Context: an optimization exercise on an open-source flow, tuned for small area and a short achievable clock period. The choices shown serve that exercise and are no tape-out recipe.
For this run, only the layout was checked, not whether the RTL still works.
Power is estimated from default activity; no workload was simulated.

[design/flow/run.sh]
#!/bin/bash
# synth_recipe.tcl (not shown) runs the flow's synth.tcl, then flattens the netlist and writes it again
# the make line also repeats each setting of config.mk as NAME=value (left out here)
make -C /OpenROAD-flow-scripts/flow DESIGN_CONFIG=/design/flow/config.mk WORK_HOME=/design/flow/orfs CLKGATE_MAP_FILE= SYNTH_SCRIPT=/design/flow/synth_recipe.tcl finish
[design/flow/config.mk]
export PLATFORM = sky130hd
export DESIGN_NAME = fir13_filter
export DESIGN_NICKNAME = fir13_filter
export VERILOG_FILES = /design/flow/design.v
export SDC_FILE = /design/flow/constraint.sdc
export NUM_CORES = 4
export LEC_CHECK = 0
export ABC_CLOCK_PERIOD_IN_PS = 2500
export CAP_MARGIN = 20
export CORE_MARGIN = 2
export CORE_UTILIZATION = 40
export SETUP_SLACK_MARGIN = 5.0
export SLEW_MARGIN = 20
[design/flow/constraint.sdc]
create_clock -name core_clock -period 7.5 [get_ports {clk}]
set_input_delay 1.5000 -clock core_clock [delete_from_list [all_inputs] [get_ports {clk}]]
set_output_delay 1.5000 -clock core_clock [all_outputs]
set_load 0.01 [all_outputs]
[design/flow/design.v]
`timescale 1ns / 1ps
module fir13_filter(
    input wire clk,
    input wire n_rst,
    input wire signed [7:0] x_in,
    output reg signed [7:0] y_out
);
    reg signed [7:0] xr0, xr1, xr2, xr3, xr4, xr5, xr6, xr7, xr8, xr9, xr10, xr11, xr12, xr13;
    always @(posedge clk or negedge n_rst) begin
        if (!n_rst) begin
            xr0 <= 0; xr1 <= 0; xr2 <= 0; xr3 <= 0; xr4 <= 0; xr5 <= 0; xr6 <= 0;
            xr7 <= 0; xr8 <= 0; xr9 <= 0; xr10 <= 0; xr11 <= 0; xr12 <= 0; xr13 <= 0;
        end else begin
            xr0 <= x_in; xr1 <= xr0; xr2 <= xr1; xr3 <= xr2; xr4 <= xr3; xr5 <= xr4; xr6 <= xr5;
            xr7 <= xr6; xr8 <= xr7; xr9 <= xr8; xr10 <= xr9; xr11 <= xr10; xr12 <= xr11; xr13 <= xr12;
        end
    end
    wire signed [8:0] s0 = xr1 + xr13;
    wire signed [8:0] s1 = xr2 + xr12;
    wire signed [8:0] s3 = xr4 + xr10;
    wire signed [8:0] s4 = xr5 + xr9;
    wire signed [8:0] s5 = xr6 + xr8;
    wire signed [7:0] x6 = xr7;
    wire t1 = ~x6[0] ^ ~s1[0] ^ s3[0];
    wire t2 = (~x6[0] & ~s1[0]) | (~x6[0] & s3[0]) | (~s1[0] & s3[0]);
    wire t3 = ~x6[1] ^ 1'b1 ^ ~s1[1];
    wire t4 = (~x6[1] & 1'b1) | (~x6[1] & ~s1[1]) | (1'b1 & ~s1[1]);
    wire t5 = s3[1] ^ s5[0] ^ t2;
    wire t6 = (s3[1] & s5[0]) | (s3[1] & t2) | (s5[0] & t2);
    wire t7 = ~x6[2] ^ 1'b1 ^ ~s1[0];
    wire t8 = (~x6[2] & 1'b1) | (~x6[2] & ~s1[0]) | (1'b1 & ~s1[0]);
    wire t9 = ~s1[2] ^ s3[0] ^ s3[2];
    wire t10 = (~s1[2] & s3[0]) | (~s1[2] & s3[2]) | (s3[0] & s3[2]);
    wire t11 = s5[1] ^ t4 ^ t7;
    wire t12 = (s5[1] & t4) | (s5[1] & t7) | (t4 & t7);
    wire t13 = t9 ^ t6 ^ t11;
    wire t14 = (t9 & t6) | (t9 & t11) | (t6 & t11);
    wire t15 = ~x6[3] ^ 1'b1 ^ ~s0[0];
    wire t16 = (~x6[3] & 1'b1) | (~x6[3] & ~s0[0]) | (1'b1 & ~s0[0]);
    wire t17 = ~s1[1] ^ ~s1[3] ^ s3[1];
    wire t18 = (~s1[1] & ~s1[3]) | (~s1[1] & s3[1]) | (~s1[3] & s3[1]);
    wire t19 = s3[3] ^ s5[2] ^ t8;
    wire t20 = (s3[3] & s5[2]) | (s3[3] & t8) | (s5[2] & t8);
    wire t21 = t10 ^ t15 ^ t17;
    wire t22 = (t10 & t15) | (t10 & t17) | (t15 & t17);
    wire t23 = t12 ^ t19 ^ t21;
    wire t24 = (t12 & t19) | (t12 & t21) | (t19 & t21);
    wire t25 = ~x6[4] ^ 1'b1 ^ ~s0[0];
    wire t26 = (~x6[4] & 1'b1) | (~x6[4] & ~s0[0]) | (1'b1 & ~s0[0]);
    wire t27 = ~s0[1] ^ ~s1[0] ^ ~s1[2];
    wire t28 = (~s0[1] & ~s1[0]) | (~s0[1] & ~s1[2]) | (~s1[0] & ~s1[2]);
    wire t29 = ~s1[4] ^ s3[2] ^ s3[4];
    wire t30 = (~s1[4] & s3[2]) | (~s1[4] & s3[4]) | (s3[2] & s3[4]);
    wire t31 = s4[0] ^ ~s5[0] ^ s5[3];
    wire t32 = (s4[0] & ~s5[0]) | (s4[0] & s5[3]) | (~s5[0] & s5[3]);
    wire t33 = t16 ^ t18 ^ t25;
    wire t34 = (t16 & t18) | (t16 & t25) | (t18 & t25);
    wire t35 = t27 ^ t29 ^ t31;
    wire t36 = (t27 & t29) | (t27 & t31) | (t29 & t31);
    wire t37 = t20 ^ t22 ^ t33;
    wire t38 = (t20 & t22) | (t20 & t33) | (t22 & t33);
    wire t39 = t35 ^ t24 ^ t37;
    wire t40 = (t35 & t24) | (t35 & t37) | (t24 & t37);
    wire t41 = ~x6[5] ^ 1'b1 ^ ~s0[1];
    wire t42 = (~x6[5] & 1'b1) | (~x6[5] & ~s0[1]) | (1'b1 & ~s0[1]);
    wire t43 = ~s0[2] ^ ~s1[1] ^ ~s1[3];
    wire t44 = (~s0[2] & ~s1[1]) | (~s0[2] & ~s1[3]) | (~s1[1] & ~s1[3]);
    wire t45 = ~s1[5] ^ s3[0] ^ s3[3];
    wire t46 = (~s1[5] & s3[0]) | (~s1[5] & s3[3]) | (s3[0] & s3[3]);
    wire t47 = s3[5] ^ s4[1] ^ ~s5[1];
    wire t48 = (s3[5] & s4[1]) | (s3[5] & ~s5[1]) | (s4[1] & ~s5[1]);
    wire t49 = s5[4] ^ t26 ^ t28;
    wire t50 = (s5[4] & t26) | (s5[4] & t28) | (t26 & t28);
    wire t51 = t30 ^ t32 ^ t41;
    wire t52 = (t30 & t32) | (t30 & t41) | (t32 & t41);
    wire t53 = t43 ^ t45 ^ t47;
    wire t54 = (t43 & t45) | (t43 & t47) | (t45 & t47);
    wire t55 = t34 ^ t36 ^ t49;
    wire t56 = (t34 & t36) | (t34 & t49) | (t36 & t49);
    wire t57 = t51 ^ t53 ^ t38;
    wire t58 = (t51 & t53) | (t51 & t38) | (t53 & t38);
    wire t59 = t55 ^ t40 ^ t57;
    wire t60 = (t55 & t40) | (t55 & t57) | (t40 & t57);
    wire t61 = ~x6[6] ^ ~s0[2] ^ ~s0[3];
    wire t62 = (~x6[6] & ~s0[2]) | (~x6[6] & ~s0[3]) | (~s0[2] & ~s0[3]);
    wire t63 = ~s1[2] ^ ~s1[4] ^ ~s1[6];
    wire t64 = (~s1[2] & ~s1[4]) | (~s1[2] & ~s1[6]) | (~s1[4] & ~s1[6]);
    wire t65 = s3[1] ^ s3[4] ^ s3[6];
    wire t66 = (s3[1] & s3[4]) | (s3[1] & s3[6]) | (s3[4] & s3[6]);
    wire t67 = s4[0] ^ s4[2] ^ ~s5[2];
    wire t68 = (s4[0] & s4[2]) | (s4[0] & ~s5[2]) | (s4[2] & ~s5[2]);
    wire t69 = s5[5] ^ t42 ^ t44;
    wire t70 = (s5[5] & t42) | (s5[5] & t44) | (t42 & t44);
    wire t71 = t46 ^ t48 ^ t61;
    wire t72 = (t46 & t48) | (t46 & t61) | (t48 & t61);
    wire t73 = t63 ^ t65 ^ t67;
    wire t74 = (t63 & t65) | (t63 & t67) | (t65 & t67);
    wire t75 = t50 ^ t52 ^ t54;
    wire t76 = (t50 & t52) | (t50 & t54) | (t52 & t54);
    wire t77 = t69 ^ t71 ^ t73;
    wire t78 = (t69 & t71) | (t69 & t73) | (t71 & t73);
    wire t79 = t56 ^ t75 ^ t77;
    wire t80 = (t56 & t75) | (t56 & t77) | (t75 & t77);
    wire t81 = t58 ^ t79 ^ t60;
    wire t82 = (t58 & t79) | (t58 & t60) | (t79 & t60);
    wire t83 = x6[0] ^ x6[7] ^ 1'b1;
    wire t84 = (x6[0] & x6[7]) | (x6[0] & 1'b1) | (x6[7] & 1'b1);
    wire t85 = t83 ^ ~s0[3] ^ ~s0[4];
    wire t86 = (t83 & ~s0[3]) | (t83 & ~s0[4]) | (~s0[3] & ~s0[4]);
    wire t87 = ~s1[3] ^ ~s1[5] ^ ~s1[7];
    wire t88 = (~s1[3] & ~s1[5]) | (~s1[3] & ~s1[7]) | (~s1[5] & ~s1[7]);
    wire t89 = s3[2] ^ s3[5] ^ s3[7];
    wire t90 = (s3[2] & s3[5]) | (s3[2] & s3[7]) | (s3[5] & s3[7]);
    wire t91 = s4[1] ^ s4[3] ^ s5[0];
    wire t92 = (s4[1] & s4[3]) | (s4[1] & s5[0]) | (s4[3] & s5[0]);
    wire t93 = ~s5[3] ^ s5[6] ^ t62;
    wire t94 = (~s5[3] & s5[6]) | (~s5[3] & t62) | (s5[6] & t62);
    wire t95 = t64 ^ t66 ^ t68;
    wire t96 = (t64 & t66) | (t64 & t68) | (t66 & t68);
    wire t97 = t85 ^ t87 ^ t89;
    wire t98 = (t85 & t87) | (t85 & t89) | (t87 & t89);
    wire t99 = t91 ^ t70 ^ t72;
    wire t100 = (t91 & t70) | (t91 & t72) | (t70 & t72);
    wire t101 = t74 ^ t93 ^ t95;
    wire t102 = (t74 & t93) | (t74 & t95) | (t93 & t95);
    wire t103 = t97 ^ t76 ^ t78;
    wire t104 = (t97 & t76) | (t97 & t78) | (t76 & t78);
    wire t105 = t99 ^ t101 ^ t80;
    wire t106 = (t99 & t101) | (t99 & t80) | (t101 & t80);
    wire t107 = t103 ^ t105 ^ t82;
    wire t108 = (t103 & t105) | (t103 & t82) | (t105 & t82);
    wire t109 = x6[1] ^ 1'b1 ^ t84;
    wire t110 = (x6[1] & 1'b1) | (x6[1] & t84) | (1'b1 & t84);
    wire t111 = ~s0[4] ^ ~s0[5] ^ ~s1[4];
    wire t112 = (~s0[4] & ~s0[5]) | (~s0[4] & ~s1[4]) | (~s0[5] & ~s1[4]);
    wire t113 = ~s1[6] ^ s1[8] ^ s3[3];
    wire t114 = (~s1[6] & s1[8]) | (~s1[6] & s3[3]) | (s1[8] & s3[3]);
    wire t115 = s3[6] ^ ~s3[8] ^ s4[2];
    wire t116 = (s3[6] & ~s3[8]) | (s3[6] & s4[2]) | (~s3[8] & s4[2]);
    wire t117 = s4[4] ^ s5[1] ^ ~s5[4];
    wire t118 = (s4[4] & s5[1]) | (s4[4] & ~s5[4]) | (s5[1] & ~s5[4]);
    wire t119 = s5[7] ^ t109 ^ t86;
    wire t120 = (s5[7] & t109) | (s5[7] & t86) | (t109 & t86);
    wire t121 = t88 ^ t90 ^ t92;
    wire t122 = (t88 & t90) | (t88 & t92) | (t90 & t92);
    wire t123 = t111 ^ t113 ^ t115;
    wire t124 = (t111 & t113) | (t111 & t115) | (t113 & t115);
    wire t125 = t117 ^ t94 ^ t96;
    wire t126 = (t117 & t94) | (t117 & t96) | (t94 & t96);
    wire t127 = t98 ^ t119 ^ t121;
    wire t128 = (t98 & t119) | (t98 & t121) | (t119 & t121);
    wire t129 = t123 ^ t100 ^ t102;
    wire t130 = (t123 & t100) | (t123 & t102) | (t100 & t102);
    wire t131 = t125 ^ t127 ^ t104;
    wire t132 = (t125 & t127) | (t125 & t104) | (t127 & t104);
    wire t133 = t129 ^ t106 ^ t131;
    wire t134 = (t129 & t106) | (t129 & t131) | (t106 & t131);
    wire t135 = x6[2] ^ 1'b1 ^ ~s0[5];
    wire t136 = (x6[2] & 1'b1) | (x6[2] & ~s0[5]) | (1'b1 & ~s0[5]);
    wire t137 = ~s0[6] ^ ~s1[5] ^ ~s1[7];
    wire t138 = (~s0[6] & ~s1[5]) | (~s0[6] & ~s1[7]) | (~s1[5] & ~s1[7]);
    wire t139 = s3[4] ^ s3[7] ^ s4[3];
    wire t140 = (s3[4] & s3[7]) | (s3[4] & s4[3]) | (s3[7] & s4[3]);
    wire t141 = s4[5] ^ s5[2] ^ ~s5[5];
    wire t142 = (s4[5] & s5[2]) | (s4[5] & ~s5[5]) | (s5[2] & ~s5[5]);
    wire t143 = ~s5[8] ^ t110 ^ t112;
    wire t144 = (~s5[8] & t110) | (~s5[8] & t112) | (t110 & t112);
    wire t145 = t114 ^ t116 ^ t118;
    wire t146 = (t114 & t116) | (t114 & t118) | (t116 & t118);
    wire t147 = t135 ^ t137 ^ t139;
    wire t148 = (t135 & t137) | (t135 & t139) | (t137 & t139);
    wire t149 = t141 ^ t120 ^ t122;
    wire t150 = (t141 & t120) | (t141 & t122) | (t120 & t122);
    wire t151 = t124 ^ t143 ^ t145;
    wire t152 = (t124 & t143) | (t124 & t145) | (t143 & t145);
    wire t153 = t147 ^ t126 ^ t128;
    wire t154 = (t147 & t126) | (t147 & t128) | (t126 & t128);
    wire t155 = t149 ^ t151 ^ t130;
    wire t156 = (t149 & t151) | (t149 & t130) | (t151 & t130);
    wire t157 = t153 ^ t132 ^ t155;
    wire t158 = (t153 & t132) | (t153 & t155) | (t132 & t155);
    wire t159 = x6[3] ^ ~s0[6] ^ ~s0[7];
    wire t160 = (x6[3] & ~s0[6]) | (x6[3] & ~s0[7]) | (~s0[6] & ~s0[7]);
    wire t161 = ~s1[6] ^ s1[8] ^ s3[5];
    wire t162 = (~s1[6] & s1[8]) | (~s1[6] & s3[5]) | (s1[8] & s3[5]);
    wire t163 = ~s3[8] ^ s4[4] ^ s4[6];
    wire t164 = (~s3[8] & s4[4]) | (~s3[8] & s4[6]) | (s4[4] & s4[6]);
    wire t165 = s5[3] ^ ~s5[6] ^ t136;
    wire t166 = (s5[3] & ~s5[6]) | (s5[3] & t136) | (~s5[6] & t136);
    wire t167 = t138 ^ t140 ^ t142;
    wire t168 = (t138 & t140) | (t138 & t142) | (t140 & t142);
    wire t169 = t159 ^ t161 ^ t163;
    wire t170 = (t159 & t161) | (t159 & t163) | (t161 & t163);
    wire t171 = t144 ^ t146 ^ t148;
    wire t172 = (t144 & t146) | (t144 & t148) | (t146 & t148);
    wire t173 = t165 ^ t167 ^ t169;
    wire t174 = (t165 & t167) | (t165 & t169) | (t167 & t169);
    wire t175 = t150 ^ t152 ^ t171;
    wire t176 = (t150 & t152) | (t150 & t171) | (t152 & t171);
    wire t177 = t173 ^ t154 ^ t175;
    wire t178 = (t173 & t154) | (t173 & t175) | (t154 & t175);
    wire t179 = t156 ^ t177 ^ t158;
    wire t180 = (t156 & t177) | (t156 & t158) | (t177 & t158);
    wire t181 = x6[4] ^ 1'b1 ^ ~s0[7];
    wire t182 = (x6[4] & 1'b1) | (x6[4] & ~s0[7]) | (1'b1 & ~s0[7]);
    wire t183 = s0[8] ^ ~s1[7] ^ s3[6];
    wire t184 = (s0[8] & ~s1[7]) | (s0[8] & s3[6]) | (~s1[7] & s3[6]);
    wire t185 = s4[5] ^ s4[7] ^ s5[4];
    wire t186 = (s4[5] & s4[7]) | (s4[5] & s5[4]) | (s4[7] & s5[4]);
    wire t187 = ~s5[7] ^ t160 ^ t162;
    wire t188 = (~s5[7] & t160) | (~s5[7] & t162) | (t160 & t162);
    wire t189 = t164 ^ t181 ^ t183;
    wire t190 = (t164 & t181) | (t164 & t183) | (t181 & t183);
    wire t191 = t185 ^ t166 ^ t168;
    wire t192 = (t185 & t166) | (t185 & t168) | (t166 & t168);
    wire t193 = t170 ^ t187 ^ t189;
    wire t194 = (t170 & t187) | (t170 & t189) | (t187 & t189);
    wire t195 = t172 ^ t191 ^ t174;
    wire t196 = (t172 & t191) | (t172 & t174) | (t191 & t174);
    wire t197 = t193 ^ t176 ^ t195;
    wire t198 = (t193 & t176) | (t193 & t195) | (t176 & t195);
    wire t199 = t178 ^ t197 ^ t180;
    wire t200 = (t178 & t197) | (t178 & t180) | (t197 & t180);
    wire t201 = x6[5] ^ s0[8] ^ s1[8];
    wire t202 = (x6[5] & s0[8]) | (x6[5] & s1[8]) | (s0[8] & s1[8]);
    wire t203 = s3[7] ^ s4[6] ^ ~s4[8];
    wire t204 = (s3[7] & s4[6]) | (s3[7] & ~s4[8]) | (s4[6] & ~s4[8]);
    wire t205 = s5[5] ^ s5[8] ^ t182;
    wire t206 = (s5[5] & s5[8]) | (s5[5] & t182) | (s5[8] & t182);
    wire t207 = t184 ^ t186 ^ t201;
    wire t208 = (t184 & t186) | (t184 & t201) | (t186 & t201);
    wire t209 = t203 ^ t188 ^ t190;
    wire t210 = (t203 & t188) | (t203 & t190) | (t188 & t190);
    wire t211 = t205 ^ t207 ^ t192;
    wire t212 = (t205 & t207) | (t205 & t192) | (t207 & t192);
    wire t213 = t194 ^ t209 ^ t211;
    wire t214 = (t194 & t209) | (t194 & t211) | (t209 & t211);
    wire t215 = t196 ^ t213 ^ t198;
    wire t216 = (t196 & t213) | (t196 & t198) | (t213 & t198);
    wire t217 = x6[6] ^ ~s3[8] ^ s4[7];
    wire t218 = (x6[6] & ~s3[8]) | (x6[6] & s4[7]) | (~s3[8] & s4[7]);
    wire t219 = s5[6] ^ t202 ^ t204;
    wire t220 = (s5[6] & t202) | (s5[6] & t204) | (t202 & t204);
    wire t221 = t217 ^ t206 ^ t208;
    wire t222 = (t217 & t206) | (t217 & t208) | (t206 & t208);
    wire t223 = t219 ^ t210 ^ t221;
    wire t224 = (t219 & t210) | (t219 & t221) | (t210 & t221);
    wire t225 = t212 ^ t223 ^ t214;
    wire t226 = (t212 & t223) | (t212 & t214) | (t223 & t214);
    wire t227 = ~x6[7] ^ ~s4[8] ^ s5[7];
    wire t228 = (~x6[7] & ~s4[8]) | (~x6[7] & s5[7]) | (~s4[8] & s5[7]);
    wire t229 = t218 ^ t227 ^ t220;
    wire t230 = (t218 & t227) | (t218 & t220) | (t227 & t220);
    wire t231 = t222 ^ t229 ^ t224;
    wire t232 = (t222 & t229) | (t222 & t224) | (t229 & t224);
    wire t233 = 1'b1 ^ ~s5[8] ^ t228;
    wire t234 = (1'b1 & ~s5[8]) | (1'b1 & t228) | (~s5[8] & t228);
    wire t235 = t233 ^ t230 ^ t232;
    wire t236 = (t233 & t230) | (t233 & t232) | (t230 & t232);
    wire [8:0] lo_a = {t108, t107, t81, t59, t39, t14, t13, t3, t1};
    wire [8:0] lo_b = {t133, 1'b0, 1'b0, 1'b0, 1'b0, t23, 1'b0, t5, 1'b0};
    wire [9:0] lo_sum = {1'b0, lo_a} + {1'b0, lo_b};
    wire lo_c = lo_sum[9];
    wire [8:0] hi_0 = {1'b1, t234, t235, t226, t216, t200, t199, t179, t134};
    wire [8:0] hi_1 = {1'b0, t236, 1'b0, t231, t225, t215, 1'b0, 1'b0, t157};
    reg [8:0] z0;
    reg [8:0] z1;
    reg zc;
    always @(posedge clk or negedge n_rst) begin
        if (!n_rst) begin
            z0 <= 0;
            z1 <= 0;
            zc <= 0;
        end else begin
            z0 <= hi_0;
            z1 <= hi_1;
            zc <= lo_c;
        end
    end
    wire [8:0] acc_hi = z0 + z1 + {8'd0, zc};
    wire sgn = acc_hi[8];
    wire ovf = acc_hi[8] ^ acc_hi[7];
    wire [7:0] clip = ovf ? {sgn, {7{~sgn}}} : acc_hi[7:0];
    always @(posedge clk or negedge n_rst) begin
        if (!n_rst)
            y_out <= 8'd0;
        else
            y_out <= clip;
    end
endmodule
==> flow_metrics.env <==
export IMPL_viasPerCell=4.74
export IMPL_drc=0
export IMPL_rsz0062_at_grt="yes"
export IMPL_clock_skew_ps=20.3
export IMPL_gp_congestion=0.854
export IMPL_cts_hold_buffers=0
export IMPL_root_buffer="clkbuf_16"
export IMPL_coreArea_um2=20300
export IMPL_worst_setup_path_start_kind="register"
export IMPL_status="complete, no violations"
export IMPL_crit_slowest_cell="fa_1"
export IMPL_hp_class="reg -> reg"
export IMPL_leakage_nw=4.83
export IMPL_grt_max_degree=79
export IMPL_drv_slew=0
export IMPL_tns_ps=0
export IMPL_setup_ws_ps=2370
export IMPL_cp_common_cell="fa_2"
export IMPL_htree_levels=4
export IMPL_row_count=52
export IMPL_fp_dieW_um=148
export IMPL_avgSynthCellArea_um2=12.4
export IMPL_initial_core_util_pct=40.9
export IMPL_vias=4867
export IMPL_crit_required_ps=7800
export IMPL_arrival_ps=5430
export IMPL_hold_viol=0
export IMPL_clock_sinks=135
export IMPL_fillers=1732
export IMPL_wire_per_inst_um=17.6
export IMPL_cts_inserted_buffers=17
export IMPL_critPathLaunch="xr4[0]"
export IMPL_period_minus_slack_ps=5130
export IMPL_hpwl_um=13900
export IMPL_worst_pin_slew_ps=715
export IMPL_diodes=0
export IMPL_async_reset_ff_share_pct=100
export IMPL_dp_slack_ps=2150
export IMPL_ys_seq_area_share_pct=40.6
export IMPL_irDropWorstVdd_mv=0.335
export IMPL_drt_total_wl_um=18000
export IMPL_r2r_start="xr4[0]"
export IMPL_synth_cells=669
export IMPL_grt_first_pass_wirelength_um=29500
export IMPL_critPathMaxStageDelay_ps=490
export IMPL_hp_start="xr11[6]"
export IMPL_largest_reg_flops=9
export IMPL_yosysWarnings=1
export IMPL_ys_types=59
export IMPL_power_total_mw=5.18
export IMPL_path_max_fanout=2
export IMPL_multi_input_area_um2=4970
export IMPL_syn_nets=846
export IMPL_grt_total_usage_pct=18.0
export IMPL_dieArea_um2=21900
export IMPL_drive_above_1_share_pct=28.1
export IMPL_relSlewSlack_pct=52.0
export IMPL_cts_tree="built"
export IMPL_firstDrtPassIters=4
export IMPL_grt_pass1_vias=5461
export IMPL_worst_setup_path_end_kind="register"
export IMPL_drt_iter0_drc=260
export IMPL_port_buffers=17
export IMPL_ant_nets=0
export IMPL_io_pins=18
export IMPL_finalCritPeriodShare_pct=68.5
export IMPL_fmax_mhz=195
export IMPL_setup_violations_final=0
export IMPL_regMostFlops="z0"
export IMPL_p_per_area_nw_per_um2=501
export IMPL_criticalPathCategory="reg -> reg"
export IMPL_ys_ff_latch=135
export IMPL_insertion_delay_ps=430
export IMPL_cts_buffer_depth=2
export IMPL_area_growth_pct=24.4
export IMPL_drv_cap=0
export IMPL_antenna_found_initial=0
export IMPL_die_h_um=148
export IMPL_grt_overflow_total=0
export IMPL_netlist_area_um2=8310
export IMPL_synth_edff_count=0
export IMPL_synthFlopType="dfrtp_1"
export IMPL_fin_nets=921
export IMPL_path_clk_slew_ps=60
export IMPL_regArea_um2=3380
export IMPL_path_cells="ha_2, fa_2, a21o_1, a21oi_4, o21bai_1, a21oi_2, nand2b_4, a31oi_4, fa_2, fa_2, fa_2, fa_1, inv_1, fa_1, fa_2, inv_2, fa_1"
-- routing by layer --
metal / share of wire (%) / routed length (um) / vias to the layer above / GRT usage [%]
li1: - / - / 2241 / -
met4: 2.3 / 422 / 0 / 6.00
met3: 3.3 / 598 / 24 / 3.47
met5: 0 / 0 / - / 0
met2: 49 / 8840 / 79 / 29.8
met1: 45 / 8190 / 2523 / 24.1
-- per-stage QoR --
stage	std cells	hold WS, ps	area, um2	utilization (%)
after floorplan	669	331	8460	-
after global placement	954	332	8960	44.1
after detailed placement	954	335	8960	44.1
after CTS	1011	346	10000	49.3
after global routing	1027	350	10300	50.9
final	1027	343	10300	50.9
-- synth_stat cells, types with 2 or more instances --
master	instances	area, um2
a21oi_2	2	17.5
nand3b_1	2	15.0
nor2b_1	7	43.8
ha_1	66	826
a21boi_0	2	15.0
a21oi_1	26	130
o21ai_0	7	35.0
fa_1	101	2020
o22ai_1	3	18.8
a31oi_1	2	12.5
and2_1	2	12.5
or2_2	3	18.8
dfrtp_1	135	3380
a21o_1	11	82.6
inv_1	146	548
a31o_2	2	17.5
or3_1	2	12.5
o21bai_1	4	30.0
nand2b_1	7	43.8
nand2_1	9	33.8
o41ai_2	2	32.5
xor2_1	20	175
nand3_1	2	10.0
nor3_1	7	35.0
o21ai_1	6	30.0
nor2_1	25	93.8
xnor2_1	29	254
o21a_1	7	52.6
o22a_1	2	17.5
-- path summary, 6_finish.rpt --
path                             to  slack [ps]  cells past startpoint
max in group asynchronous  y_out[0]        5410                      2
hold reg to reg             xr12[6]         340                      0
hold / removal              xr12[6]         340                      0
setup / recovery              z0[2]        2370                     17
min in group asynchronous    xr0[3]        1050                      1
setup reg to reg              z0[2]        2370                     17
-- cell type report --
| cell class | count | share of cell area [%] |
|---|---|---|
| Multi-Input combinational cell | 384 | 48.1 |
| Sequential cell | 135 | 32.7 |
| Inverter | 147 | 5.36 |
| Timing Repair Buffer | 59 | 4.78 |
| Clock buffer | 19 | 4.19 |
| Tap cell | 270 | 3.27 |
| Clock inverter | 13 | 1.66 |
-- where the power goes --
| part | switching (mW) | internal [mW] |
|---|---|---|
| Combinational | 1.84 | 1.54 |
| Sequential | 0.0422 | 0.888 |
| Clock | 0.331 | 0.528 |
-- cells in the final DEF (no fill, tap or decap), types with 3 or more instances in the layout --
| master | n |
|---|---|
| fa_2 | 33 |
| ha_4 | 4 |
| buf_6 | 7 |
| o21bai_1 | 4 |
| inv_6 | 3 |
| buf_2 | 8 |
| fa_1 | 68 |
| a21oi_1 | 15 |
| inv_1 | 121 |
| dfrtp_1 | 135 |
| nand2_1 | 9 |
| clkinv_4 | 3 |
| bufinv_16 | 3 |
| ha_1 | 58 |
| buf_4 | 34 |
| nor3_1 | 7 |
| ha_2 | 4 |
| a21boi_1 | 3 |
| o22ai_1 | 3 |
| o21ai_1 | 5 |
| nor2b_1 | 6 |
| o21ai_4 | 3 |
| a21o_1 | 11 |
| clkdlybuf4s50_1 | 8 |
| inv_2 | 25 |
| a21oi_2 | 7 |
| xnor2_2 | 9 |
| xor2_2 | 10 |
| clkbuf_16 | 17 |
| xnor2_4 | 4 |
| xnor2_1 | 18 |
| nor2_1 | 22 |
| nand2b_1 | 5 |
| a21oi_4 | 6 |
| o21ai_0 | 6 |
| nor2_2 | 3 |
| xor2_1 | 8 |
| o21a_1 | 7 |
-- worst max-delay path: cells and delay by family, from the launching register on --
family	cells	cell delay (ps)
AO/OA/AOI/OAI	5	840
AND/OR/NAND/NOR	1	190
adder cells (fa/ha/maj)	9	3490
buffers and inverters	2	110
flip-flops	1	390
-- kinds of logic (layout without fill, tap and decap cells) --
group | count (synthesis) | in the layout | synth area share [%]
DFF | 135 | 135 | 40.6
xor gates and xnor gates | 52 | 52 | 5.98
and+or+nand+nor | 71 | 71 | 4.32
other | 1 | 1 | 0.0451
buffers and inverters | 150 | 238 | 6.88
AOI/OAI and AO/OA | 91 | 91 | 7.62
adders and majority gates | 168 | 168 | 34.4
muxes | 1 | 1 | 0.135
-- repair_timing --
| action | CTS | global route |
|---|---|---|
| pin swaps | 42 | 38 |
| gates resized for setup | 85 | 53 |
| gates cloned | 0 | 0 |
| buffers inserted | 25 | 16 |
| setup endpoints to repair | 22 | 99 |

-- separate check: timing with driven ports --
How much do the figures lean on ideal ports? The routed layout below was timed once more, with nothing changed but the port constraints.
Step 1: set_driving_cell puts a clkbuf_16 on clk and a buf_2 on each other input, an assumption about the parent block.
Step 2 moves the port delays by t, midway between the first and last clock arrival at a register: inputs arrive t later, outputs are due t later. That takes back most of the time a late clock gives input paths.
a / b / c = no drivers / after step 1 / after step 2; a / b = the first two.
shift t [ns]: 0.462
setup WS [ns]: 2.366 / 2.366 / 2.366
worst setup path after step 2: register to register
latest minus earliest clock arrival (ns): 0.021 / 0.021
worst register clock-pin slew, ns: 0.06 / 0.06
After both steps setup and hold are still met in this run. The setup slack of this run moves by 0.000 ns with the drivers and by 0.000 ns with both steps.
